This design comes from an exercise in tuning for small area, a short achievable clock period and few clock cycles on the open sky130 flow, not from production work. Only simulation tests tie the RTL to the original design; equivalence was not proved. No activity file was given, so power comes from the tool's default toggle rates.

[flow/run.sh]
#!/bin/bash
# synth_recipe.tcl (not shown) runs the flow's synth.tcl, then flattens the netlist and writes it again
# the make line also repeats each setting of config.mk as NAME=value (left out here)
make -C /OpenROAD-flow-scripts/flow DESIGN_CONFIG=/design/flow/config.mk WORK_HOME=/design/flow/orfs CLKGATE_MAP_FILE= SYNTH_SCRIPT=/design/flow/synth_recipe.tcl finish
[flow/config.mk]
export PLATFORM = sky130hd
export DESIGN_NAME = mvm_top
export DESIGN_NICKNAME = mvm_top
export VERILOG_FILES = /design/flow/design.v
export SDC_FILE = /design/flow/constraint.sdc
export NUM_CORES = 4
export LEC_CHECK = 0
export CAP_MARGIN = 20
export CORE_MARGIN = 2
export CORE_UTILIZATION = 40
export SLEW_MARGIN = 20
[flow/constraint.sdc]
create_clock -name core_clock -period 5.3 [get_ports {clk}]
set_input_delay 1.0600 -clock core_clock [delete_from_list [all_inputs] [get_ports {clk}]]
set_output_delay 1.0600 -clock core_clock [all_outputs]
set_load 0.01 [all_outputs]
[flow/design.v]
module mem #(
    parameter DATAW = 64,
    parameter DEPTH = 16,
    parameter ADDRW = $clog2(DEPTH)
)(
    input  clk,
    input  [DATAW-1:0] wdata,
    input  [ADDRW-1:0] waddr,
    input  wen,
    input  [ADDRW-1:0] raddr,
    output logic [DATAW-1:0] rdata
);
logic [DATAW-1:0] mem_array [0:DEPTH-1];
always_ff @(posedge clk) begin
    if (wen)
        mem_array[waddr] <= wdata;
    rdata <= mem_array[raddr];
end
endmodule
module dot8 # (
    parameter IWIDTH = 8,
    parameter OWIDTH = 32
)(
    input clk,
    input rst,
    input signed [8*IWIDTH-1:0] vec0,
    input signed [8*IWIDTH-1:0] vec1,
    input ivalid,
    output signed [OWIDTH-1:0] result,
    output ovalid
);
logic signed [IWIDTH-1:0] a0, a1, a2, a3, a4, a5, a6, a7;
logic signed [IWIDTH-1:0] b0, b1, b2, b3, b4, b5, b6, b7;
logic signed [2*IWIDTH+1:0] mul_1, mul_2, mul_3, mul_4, mul_5, mul_6, mul_7, mul_8;
logic signed [2*IWIDTH+2:0] f_add_1, f_add_2, f_add_3, f_add_4;
logic signed [2*IWIDTH+3:0] s_add_1, s_add_2;
logic signed [OWIDTH-1:0] final_result;
logic ro_valid1, ro_valid2, ro_valid3, ro_valid4, ro_valid5;
always_ff @ (posedge clk) begin
    if (rst) begin
        ro_valid1 <= 0;
        ro_valid2 <= 0;
        ro_valid3 <= 0;
        ro_valid4 <= 0;
        ro_valid5 <= 0;
        mul_1 <= 0;
        mul_2 <= 0;
        mul_3 <= 0;
        mul_4 <= 0;
        mul_5 <= 0;
        mul_6 <= 0;
        mul_7 <= 0;
        mul_8 <= 0;
        f_add_1 <= 0;
        f_add_2 <= 0;
        f_add_3 <= 0;
        f_add_4 <= 0;
        s_add_1 <= 0;
        s_add_2 <= 0;
        final_result <= 0;
    end else begin
        ro_valid1 <= ivalid;
        a0 <= vec0[8*IWIDTH-1:7*IWIDTH];
        a1 <= vec0[7*IWIDTH-1:6*IWIDTH];
        a2 <= vec0[6*IWIDTH-1:5*IWIDTH];
        a3 <= vec0[5*IWIDTH-1:4*IWIDTH];
        a4 <= vec0[4*IWIDTH-1:3*IWIDTH];
        a5 <= vec0[3*IWIDTH-1:2*IWIDTH];
        a6 <= vec0[2*IWIDTH-1:1*IWIDTH];
        a7 <= vec0[1*IWIDTH-1:0*IWIDTH];
        b0 <= vec1[8*IWIDTH-1:7*IWIDTH];
        b1 <= vec1[7*IWIDTH-1:6*IWIDTH];
        b2 <= vec1[6*IWIDTH-1:5*IWIDTH];
        b3 <= vec1[5*IWIDTH-1:4*IWIDTH];
        b4 <= vec1[4*IWIDTH-1:3*IWIDTH];
        b5 <= vec1[3*IWIDTH-1:2*IWIDTH];
        b6 <= vec1[2*IWIDTH-1:1*IWIDTH];
        b7 <= vec1[1*IWIDTH-1:0*IWIDTH];
        ro_valid2 <= ro_valid1;
        mul_1 <= a0 * b0;
        mul_2 <= a1 * b1;
        mul_3 <= a2 * b2;
        mul_4 <= a3 * b3;
        mul_5 <= a4 * b4;
        mul_6 <= a5 * b5;
        mul_7 <= a6 * b6;
        mul_8 <= a7 * b7;
        ro_valid3 <= ro_valid2;
        f_add_1 <= mul_1 + mul_2;
        f_add_2 <= mul_3 + mul_4;
        f_add_3 <= mul_5 + mul_6;
        f_add_4 <= mul_7 + mul_8;
        ro_valid4 <= ro_valid3;
        s_add_1 <= f_add_1 + f_add_2;
        s_add_2 <= f_add_3 + f_add_4;
        ro_valid5 <= ro_valid4;
        final_result <= s_add_1 + s_add_2;
    end
end
assign result = final_result;
assign ovalid = ro_valid5;
endmodule
module accum # (
    parameter DATAW = 32,
    parameter ACCUMW = 32
)(
    input  clk,
    input  rst,
    input  signed [DATAW-1:0] data,
    input  ivalid,
    input  first,
    input  last,
    output signed [ACCUMW-1:0] result,
    output ovalid
);
logic signed [ACCUMW-1:0] accum_reg;
logic ovalid_reg;
always_ff @(posedge clk) begin
    if (rst) begin
        accum_reg <= 0;
        ovalid_reg <= 1'b0;
    end else begin
        ovalid_reg <= 1'b0;
        if (ivalid) begin
            if (first) begin
                accum_reg <= data;
            end else begin
                accum_reg <= accum_reg + data;
            end
            if (last) begin
                ovalid_reg <= 1'b1;
            end
        end
    end
end
assign result = accum_reg;
assign ovalid = ovalid_reg;
endmodule
module ctrl # (
    parameter VEC_ADDRW = 8,
    parameter MAT_ADDRW = 9, 
    parameter VEC_SIZEW = VEC_ADDRW + 1,
    parameter MAT_SIZEW = MAT_ADDRW + 1
)(
    input  clk,
    input  rst,
    input  start,
    input  [VEC_ADDRW-1:0] vec_start_addr,
    input  [VEC_SIZEW-1:0] vec_num_words,
    input  [MAT_ADDRW-1:0] mat_start_addr,
    input  [MAT_SIZEW-1:0] mat_num_rows_per_olane,
    output [VEC_ADDRW-1:0] vec_raddr,
    output [MAT_ADDRW-1:0] mat_raddr,
    output accum_first,
    output accum_last,
    output ovalid,
    output busy
);
typedef enum logic {
    IDLE = 1'b0,
    COMPUTE = 1'b1
} state_t;
state_t current_state, next_state;
logic [VEC_ADDRW-1:0] reg_vec_start_addr;
logic [VEC_SIZEW-1:0] reg_vec_num_words;
logic [MAT_ADDRW-1:0] reg_mat_start_addr;
logic [MAT_SIZEW-1:0] reg_mat_num_rows_per_olane;
logic [VEC_SIZEW-1:0] vec_word_counter;
logic [MAT_SIZEW-1:0] mat_row_counter;
logic [VEC_ADDRW-1:0] reg_vec_raddr;
logic [MAT_ADDRW-1:0] reg_mat_raddr;
logic reg_accum_first;
logic reg_accum_last;
logic reg_ovalid;
logic reg_busy;
always_comb begin
    case (current_state)
        IDLE: begin
            if (start)
                next_state = COMPUTE;
            else
                next_state = IDLE;
        end
        COMPUTE: begin
            if ((mat_row_counter == reg_mat_num_rows_per_olane - 1) && 
                (vec_word_counter == reg_vec_num_words - 1))
                next_state = IDLE;
            else
                next_state = COMPUTE;
        end
        default: next_state = IDLE;
    endcase
end
always_ff @(posedge clk) begin
    if (rst) begin
        current_state <= IDLE;
    end else begin
        current_state <= next_state;
    end
end
always_ff @(posedge clk) begin
    if (rst) begin
        reg_vec_start_addr <= 0;
        reg_vec_num_words <= 0;
        reg_mat_start_addr <= 0;
        reg_mat_num_rows_per_olane <= 0;
        vec_word_counter <= 0;
        mat_row_counter <= 0;
        reg_vec_raddr <= 0;
        reg_mat_raddr <= 0;
        reg_accum_first <= 1'b0;
        reg_accum_last <= 1'b0;
        reg_ovalid <= 1'b0;
        reg_busy <= 1'b0;
    end else begin
        case (current_state)
            IDLE: begin
                if (start) begin
                    reg_vec_start_addr <= vec_start_addr;
                    reg_vec_num_words <= vec_num_words;
                    reg_mat_start_addr <= mat_start_addr;
                    reg_mat_num_rows_per_olane <= mat_num_rows_per_olane;
                    vec_word_counter <= 0;
                    mat_row_counter <= 0;
                    reg_vec_raddr <= vec_start_addr;
                    reg_mat_raddr <= mat_start_addr;
                    reg_accum_first <= 1'b1;
                    reg_accum_last <= (vec_num_words == 1);
                    reg_ovalid <= 1'b1;
                    reg_busy <= 1'b1;
                end else begin
                    reg_accum_first <= 1'b0;
                    reg_accum_last <= 1'b0;
                    reg_ovalid <= 1'b0;
                    reg_busy <= 1'b0;
                    reg_ovalid <= 1'b0;
                    reg_accum_first <= 1'b0;
                    reg_accum_last <= 1'b0;
                end
            end
            COMPUTE: begin
                reg_busy <= 1'b1;
                reg_ovalid <= 1'b1;
                if (vec_word_counter == reg_vec_num_words - 1) begin
                    vec_word_counter <= 0;
                    mat_row_counter <= mat_row_counter + 1;
                    reg_vec_raddr <= reg_vec_start_addr;
                    reg_mat_raddr <= reg_mat_start_addr + (mat_row_counter + 1) * reg_vec_num_words;
                    reg_accum_first <= 1'b1;
                    reg_accum_last <= (reg_vec_num_words == 1);
                end else begin
                    vec_word_counter <= vec_word_counter + 1;
                    reg_vec_raddr <= reg_vec_raddr + 1;
                    reg_mat_raddr <= reg_mat_raddr + 1;
                    reg_accum_first <= 1'b0;
                    reg_accum_last <= (vec_word_counter == reg_vec_num_words - 2);
                end
                if ((mat_row_counter == reg_mat_num_rows_per_olane - 1) && 
                    (vec_word_counter == reg_vec_num_words - 1)) begin
                    reg_busy <= 1'b0;
                    reg_ovalid <= 1'b0;
                    reg_accum_first <= 1'b0;
                    reg_accum_last <= 1'b0;
                end
            end
            default: begin
                reg_accum_first <= 1'b0;
                reg_accum_last <= 1'b0;
                reg_ovalid <= 1'b0;
                reg_busy <= 1'b0;
            end
        endcase
    end
end
assign vec_raddr = reg_vec_raddr;
assign mat_raddr = reg_mat_raddr;
assign accum_first = reg_accum_first;
assign accum_last = reg_accum_last;
assign ovalid = reg_ovalid;
assign busy = reg_busy;
endmodule
module mvm # (
    parameter IWIDTH = 8,
    parameter OWIDTH = 32,
    parameter MEM_DATAW = IWIDTH * 8,
    parameter VEC_MEM_DEPTH = 256,
    parameter VEC_ADDRW = $clog2(VEC_MEM_DEPTH),
    parameter MAT_MEM_DEPTH = 512,
    parameter MAT_ADDRW = $clog2(MAT_MEM_DEPTH),
    parameter NUM_OLANES = 8
)(
    input clk,
    input rst,
    input [MEM_DATAW-1:0] i_vec_wdata,
    input [VEC_ADDRW-1:0] i_vec_waddr,
    input i_vec_wen,
    input [MEM_DATAW-1:0] i_mat_wdata,
    input [MAT_ADDRW-1:0] i_mat_waddr,
    input [NUM_OLANES-1:0] i_mat_wen,
    input i_start,
    input [VEC_ADDRW-1:0] i_vec_start_addr,
    input [VEC_ADDRW:0] i_vec_num_words,
    input [MAT_ADDRW-1:0] i_mat_start_addr,
    input [MAT_ADDRW:0] i_mat_num_rows_per_olane,
    output o_busy,
    output [NUM_OLANES*OWIDTH-1:0] o_result,
    output o_valid
);
localparam VEC_SIZEW = VEC_ADDRW + 1;
localparam MAT_SIZEW = MAT_ADDRW + 1;
logic [VEC_ADDRW-1:0] vec_raddr;
logic [MAT_ADDRW-1:0] mat_raddr;
logic accum_first;
logic accum_last;
logic ctrl_ovalid;
logic ctrl_busy;
logic [MEM_DATAW-1:0] vec_rdata;
logic [NUM_OLANES-1:0][MEM_DATAW-1:0] mat_rdata;
logic [NUM_OLANES-1:0][OWIDTH-1:0] dot_result;
logic [NUM_OLANES-1:0] dot_ovalid;
logic [NUM_OLANES-1:0][OWIDTH-1:0] accum_result;
logic [NUM_OLANES-1:0] accum_ovalid;
logic ctrl_ovalid_1;
logic accum_first_1, accum_first_2, accum_first_3, accum_first_4, accum_first_5, accum_first_6;
logic accum_last_1, accum_last_2, accum_last_3, accum_last_4, accum_last_5, accum_last_6;
always_ff @(posedge clk) begin
    if (rst) begin
        ctrl_ovalid_1 <= 0;
        accum_first_1 <= 0;
        accum_first_2 <= 0;
        accum_first_3 <= 0;
        accum_first_4 <= 0;
        accum_first_5 <= 0;
        accum_first_6 <= 0;
        accum_last_1 <= 0;
        accum_last_2 <= 0;
        accum_last_3 <= 0;
        accum_last_4 <= 0;
        accum_last_5 <= 0;
        accum_last_6 <= 0;
    end else begin
        ctrl_ovalid_1 <= ctrl_ovalid;
        accum_first_1 <= accum_first;
        accum_last_1 <= accum_last;
        accum_first_2 <= accum_first_1;
        accum_last_2 <= accum_last_1;
        accum_first_3 <= accum_first_2;
        accum_last_3 <= accum_last_2;
        accum_first_4 <= accum_first_3;
        accum_last_4 <= accum_last_3;
        accum_first_5 <= accum_first_4;
        accum_last_5 <= accum_last_4;
        accum_first_6 <= accum_first_5;
        accum_last_6 <= accum_last_5;
    end
end
mem #(
    .DATAW(MEM_DATAW),
    .DEPTH(VEC_MEM_DEPTH)
) vec_memory (
    .clk(clk),
    .wdata(i_vec_wdata),
    .waddr(i_vec_waddr),
    .wen(i_vec_wen),
    .raddr(vec_raddr),
    .rdata(vec_rdata)
);
genvar i;
generate
    for (i = 0; i < NUM_OLANES; i++) begin : output_lane
        mem #(
            .DATAW(MEM_DATAW),
            .DEPTH(MAT_MEM_DEPTH)
        ) mat_memory (
            .clk(clk),
            .wdata(i_mat_wdata),
            .waddr(i_mat_waddr),
            .wen(i_mat_wen[i]),
            .raddr(mat_raddr),
            .rdata(mat_rdata[i])
        );
        dot8 #(
            .IWIDTH(IWIDTH),
            .OWIDTH(OWIDTH)
        ) dot_unit (
            .clk(clk),
            .rst(rst),
            .vec0(vec_rdata),
            .vec1(mat_rdata[i]),
            .ivalid(ctrl_ovalid_1),
            .result(dot_result[i]),
            .ovalid(dot_ovalid[i])
        );
        accum #(
            .DATAW(OWIDTH),
            .ACCUMW(OWIDTH)
        ) accumulator (
            .clk(clk),
            .rst(rst),
            .data(dot_result[i]),
            .ivalid(dot_ovalid[i]),
            .first(accum_first_6),
            .last(accum_last_6),
            .result(accum_result[i]),
            .ovalid(accum_ovalid[i])
        );
    end
endgenerate
ctrl #(
    .VEC_ADDRW(VEC_ADDRW),
    .MAT_ADDRW(MAT_ADDRW),
    .VEC_SIZEW(VEC_SIZEW),
    .MAT_SIZEW(MAT_SIZEW)
) controller (
    .clk(clk),
    .rst(rst),
    .start(i_start),
    .vec_start_addr(i_vec_start_addr),
    .vec_num_words(i_vec_num_words),
    .mat_start_addr(i_mat_start_addr),
    .mat_num_rows_per_olane(i_mat_num_rows_per_olane),
    .vec_raddr(vec_raddr),
    .mat_raddr(mat_raddr),
    .accum_first(accum_first),
    .accum_last(accum_last),
    .ovalid(ctrl_ovalid),
    .busy(ctrl_busy)
);
assign o_busy = ctrl_busy;
assign o_valid = accum_ovalid[0];
assign o_result = accum_result;
endmodule
module mvm_top (
    input  clk,
    input  rst,
    input  [63:0] i_vec_wdata,
    input  [2:0]  i_vec_waddr,
    input  i_vec_wen,
    input  [63:0] i_mat_wdata,
    input  [3:0]  i_mat_waddr,
    input  [1:0]  i_mat_wen,
    input  i_start,
    input  [2:0]  i_vec_start_addr,
    input  [3:0]  i_vec_num_words,
    input  [3:0]  i_mat_start_addr,
    input  [4:0]  i_mat_num_rows_per_olane,
    output o_busy,
    output [63:0] o_result,
    output o_valid
);
mvm #(
    .IWIDTH(8),
    .OWIDTH(32),
    .VEC_MEM_DEPTH(8),
    .MAT_MEM_DEPTH(16),
    .NUM_OLANES(2)
) u_mvm (
    .clk(clk),
    .rst(rst),
    .i_vec_wdata(i_vec_wdata),
    .i_vec_waddr(i_vec_waddr),
    .i_vec_wen(i_vec_wen),
    .i_mat_wdata(i_mat_wdata),
    .i_mat_waddr(i_mat_waddr),
    .i_mat_wen(i_mat_wen),
    .i_start(i_start),
    .i_vec_start_addr(i_vec_start_addr),
    .i_vec_num_words(i_vec_num_words),
    .i_mat_start_addr(i_mat_start_addr),
    .i_mat_num_rows_per_olane(i_mat_num_rows_per_olane),
    .o_busy(o_busy),
    .o_result(o_result),
    .o_valid(o_valid)
);
endmodule
==> summary.txt <==
status finished clean; Slew Limit Headroom approximately 29%; # hold bufs at CTS 0; share of layout cells above drive strength 1 14.2%; largest cells by area after synthesis edfxtp_1 (47%), fa_1 (10%), mux4_2 (9.7%); Avg Cell Area, Syn 14.7 um2; Slew @ Worst Pin ~1.1 ns; number of CTS-inserted buffers approximately 380; setup violators final 0; r2r startpoint u_mvm.output_lane[0].dot_unit.a2[6]; Final WS setup 0.193 ns; post-synth cell types 84; Area after DPL about 190000 um2; Final min period approximately 5.1 ns; HPWL Detailed 280 mm; pre-CTS WS 0.108 ns; DRT Wirelength approximately 430 mm; Overflow after GRT 0; Longest Clk Path Bufs 4; largest registers u_mvm.output_lane.mat_memory.mem_array: 2048 flops, u_mvm.vec_memory.mem_array: 512 flops, u_mvm.output_lane.mat_memory.rdata: 128 flops; Initial DRT Pass Iterations 6; Setup crit start kind flip-flop; CTS tree built; design area 200000 um2; Post-synth top flop edfxtp_1; max FFs per register 2048; Fin Setup TNS 0 ns; Post-synth EDFFs between 2000 and 3000; cell taking the most area after synthesis edfxtp_1; area grow syn2layout 13.6%; Tcrit/Tclk final 96.4%; DIE WIDTH 667 um; initial antenna violation count a little over 80; Achievable Freq 0.196 GHz; skew final between 0.06 and 0.07 ns; mapped cell area 176000 um2; Seq cells post-synth around 3600; CTS root buf clkbuf_16; Die Ht approximately 670 um; Max IR drop VDD 0.566 mV; crit path kind reg2reg; H-tree depth 5; clock transition at the registers of the reported paths around 0.06 ns; via count 95700; Initial Utilization 40.1%; largest net degree at the start of global routing 159; critical path endpoint category flip-flop; worst path required time ~6.1 ns; Final Slew Violations 0; asr flop ratio synth 0%; hold_sp u_mvm.output_lane[1].mat_memory.rdata[63]; leading cell type in the layout, fill and taps excluded edfxtp_1; CP startpoint u_mvm.output_lane[0].dot_unit.a2[6]; DRT iter0 DRCs 7503; register area share after synthesis 56.6%; Synth top area share 47.0%; max_cap viols 0; layout net count 14300; worst-path fanout max 8; ANT nets after route 0; syn_nets 13800; num ports 223; Final Hold Viols 0; vias per cell 5.13; pwr dens 526 nW/um2; die area approximately 440000 um2; Clk Latency, worst-skew pair around 0.97 ns; global-route wire length before repair 638 mm; Worst Hold Class reg2reg; vias in the first global route just under 100k; total clock sinks 3592; Port-buffer cells 222; LEAKAGE about 75 nW; row count 243; Top reg by flops u_mvm.output_lane.mat_memory.mem_array; most frequent cells in the layout edfxtp_1 (2752), inv_1 (1447), fa_1 (898), dfxtp_1 (831), ha_1 (785); core area 438000 um2; Final GP Congestion 0.847; # DRC 0; Syn Inst Count 12000; WL per Instance 22.9 um; synth warn 6; Total Routing Usage GR 19.2%; crit path DAT 5.94 ns
## stage by stage
step                hold WS [ns]  utilization (%)  total power [mW]  std cells
CTS                        0.402             45.5               106      18500
finish                     0.398             45.6               105      18700
global route               0.401             45.6               113      18600
global placement           0.386             42.6              78.6      17800
floorplan                  0.386                -              66.8      12000
detailed placement         0.389             42.6              78.8      17800
## cells in the mapped netlist, types with 21 or more instances
cell type	number
a211oi_1	43
a21boi_0	41
a21o_1	105
a21oi_1	287
a311oi_1	26
a31oi_1	32
and2_1	666
and3_1	49
buf_1	65
clkbuf_1	296
dfxtp_1	840
edfxtp_1	2752
fa_1	898
ha_1	785
inv_1	1447
mux2_2	102
mux2i_1	21
mux4_2	756
nand2_1	506
nand2b_1	100
nand3_1	64
nand4_1	21
nor2_1	636
nor2b_1	298
nor3_1	157
o211ai_1	36
o21ai_0	245
o21bai_1	33
o41ai_1	25
or3_1	22
xnor2_1	300
xor2_1	143
## worst max-delay path, cell delays in order (launching register included)
cell      delay [ns]
edfxtp_1        0.54
buf_4           0.21
and2_1          0.14
fa_1            0.51
inv_1           0.05
fa_1            0.49
inv_1           0.05
fa_1            0.53
inv_1           0.05
fa_1            0.47
inv_1           0.04
ha_1            0.28
inv_1           0.09
o21bai_1        0.08
a21oi_1         0.23
o21bai_1        0.10
a21oi_1         0.22
o21ai_0         0.18
o41ai_1         0.37
xnor2_1         0.25
nor2_1          0.08
## layer usage
metal / wire, um / share of wire [%] / GRT usage [%] / vias to the layer above
li1: - / - / - / 43700
met1: 188000 / 44 / 26.7 / 49300
met2: 205000 / 48 / 31.7 / 2207
met3: 23400 / 5.5 / 2.79 / 501
met4: 10000 / 2.3 / 4.64 / 18
met5: 125 / 0.029 / 0 / -
## timing repair
action / 4_1_cts / 5_1_grt
buffers inserted: 0 / 70
gates resized for setup: 0 / 7
setup endpoints to repair: 0 / 21
## area by class of cell
cell class	count	area (um2)
tap	5757	7200
clock inverter	194	2090
timing repair buffer	500	4870
inverter	1448	5440
sequential	3592	99500
multi-input combinational	6578	69800
antenna	71	178
clock buffer	514	10600
fill	38400	238000
## worst paths after layout
check,slack [ns],cells after the start,endpoint
setup / recovery,0.19,20,u_mvm.output_lane[1].dot_unit.mul_3[16]
hold / removal,0.40,0,u_mvm.output_lane[1].dot_unit.b0[7]
setup reg to reg,0.19,20,u_mvm.output_lane[1].dot_unit.mul_3[16]
hold reg to reg,0.40,0,u_mvm.output_lane[1].dot_unit.b0[7]
## power by group
part | total (mW) | leakage, nW | internal, mW | switching [mW]
Combinational | 42.9 | 36.7 | 18.9 | 24.0
Clock | 26.9 | 6.16 | 15.6 | 11.3
Sequential | 35.1 | 32.0 | 33.1 | 2.02
Total | 105 | 74.9 | 67.6 | 37.4
## cells by family after synthesis
| logic type | share of synthesized area, % |
|---|---|
| AO/OA/AOI/OAI | 3.62 |
| buffers and inverters | 3.87 |
| multiplexers | 10.5 |
| adder cells (fa/ha/maj) | 15.8 |
| AND/OR/NAND/NOR | 7.43 |
| flip-flops | 56.6 |
| XOR/XNOR | 2.21 |
Testbench counts, summed over its fixed seeds: cycles 22,636.

separate check: timing with driven ports:
The results above use ideal ports. As a check the final layout listed here was re-extracted and re-timed, cells and wires unchanged. Step 1 assumes that a clkbuf_16 drives the clock port and a buf_2 every other input. Step 2 times the ports against the registers' clock, not the clock port: input delays grow and output delays shrink by t, the midpoint of the rising clock arrivals with the driver on. Slacks: ideal / step 1 / step 2; pairs: ideal / step 1.
t, ns: 1.056
setup WS [ns]: 0.193 / 0.193 / 0.193
worst register clock-pin slew, ns: 0.07 / 0.07
cell pins on the clock port's net: 1
After both steps this run still meets setup and hold. The setup slack of this run moves by 0.000 ns with the drivers and by 0.000 ns with both steps.
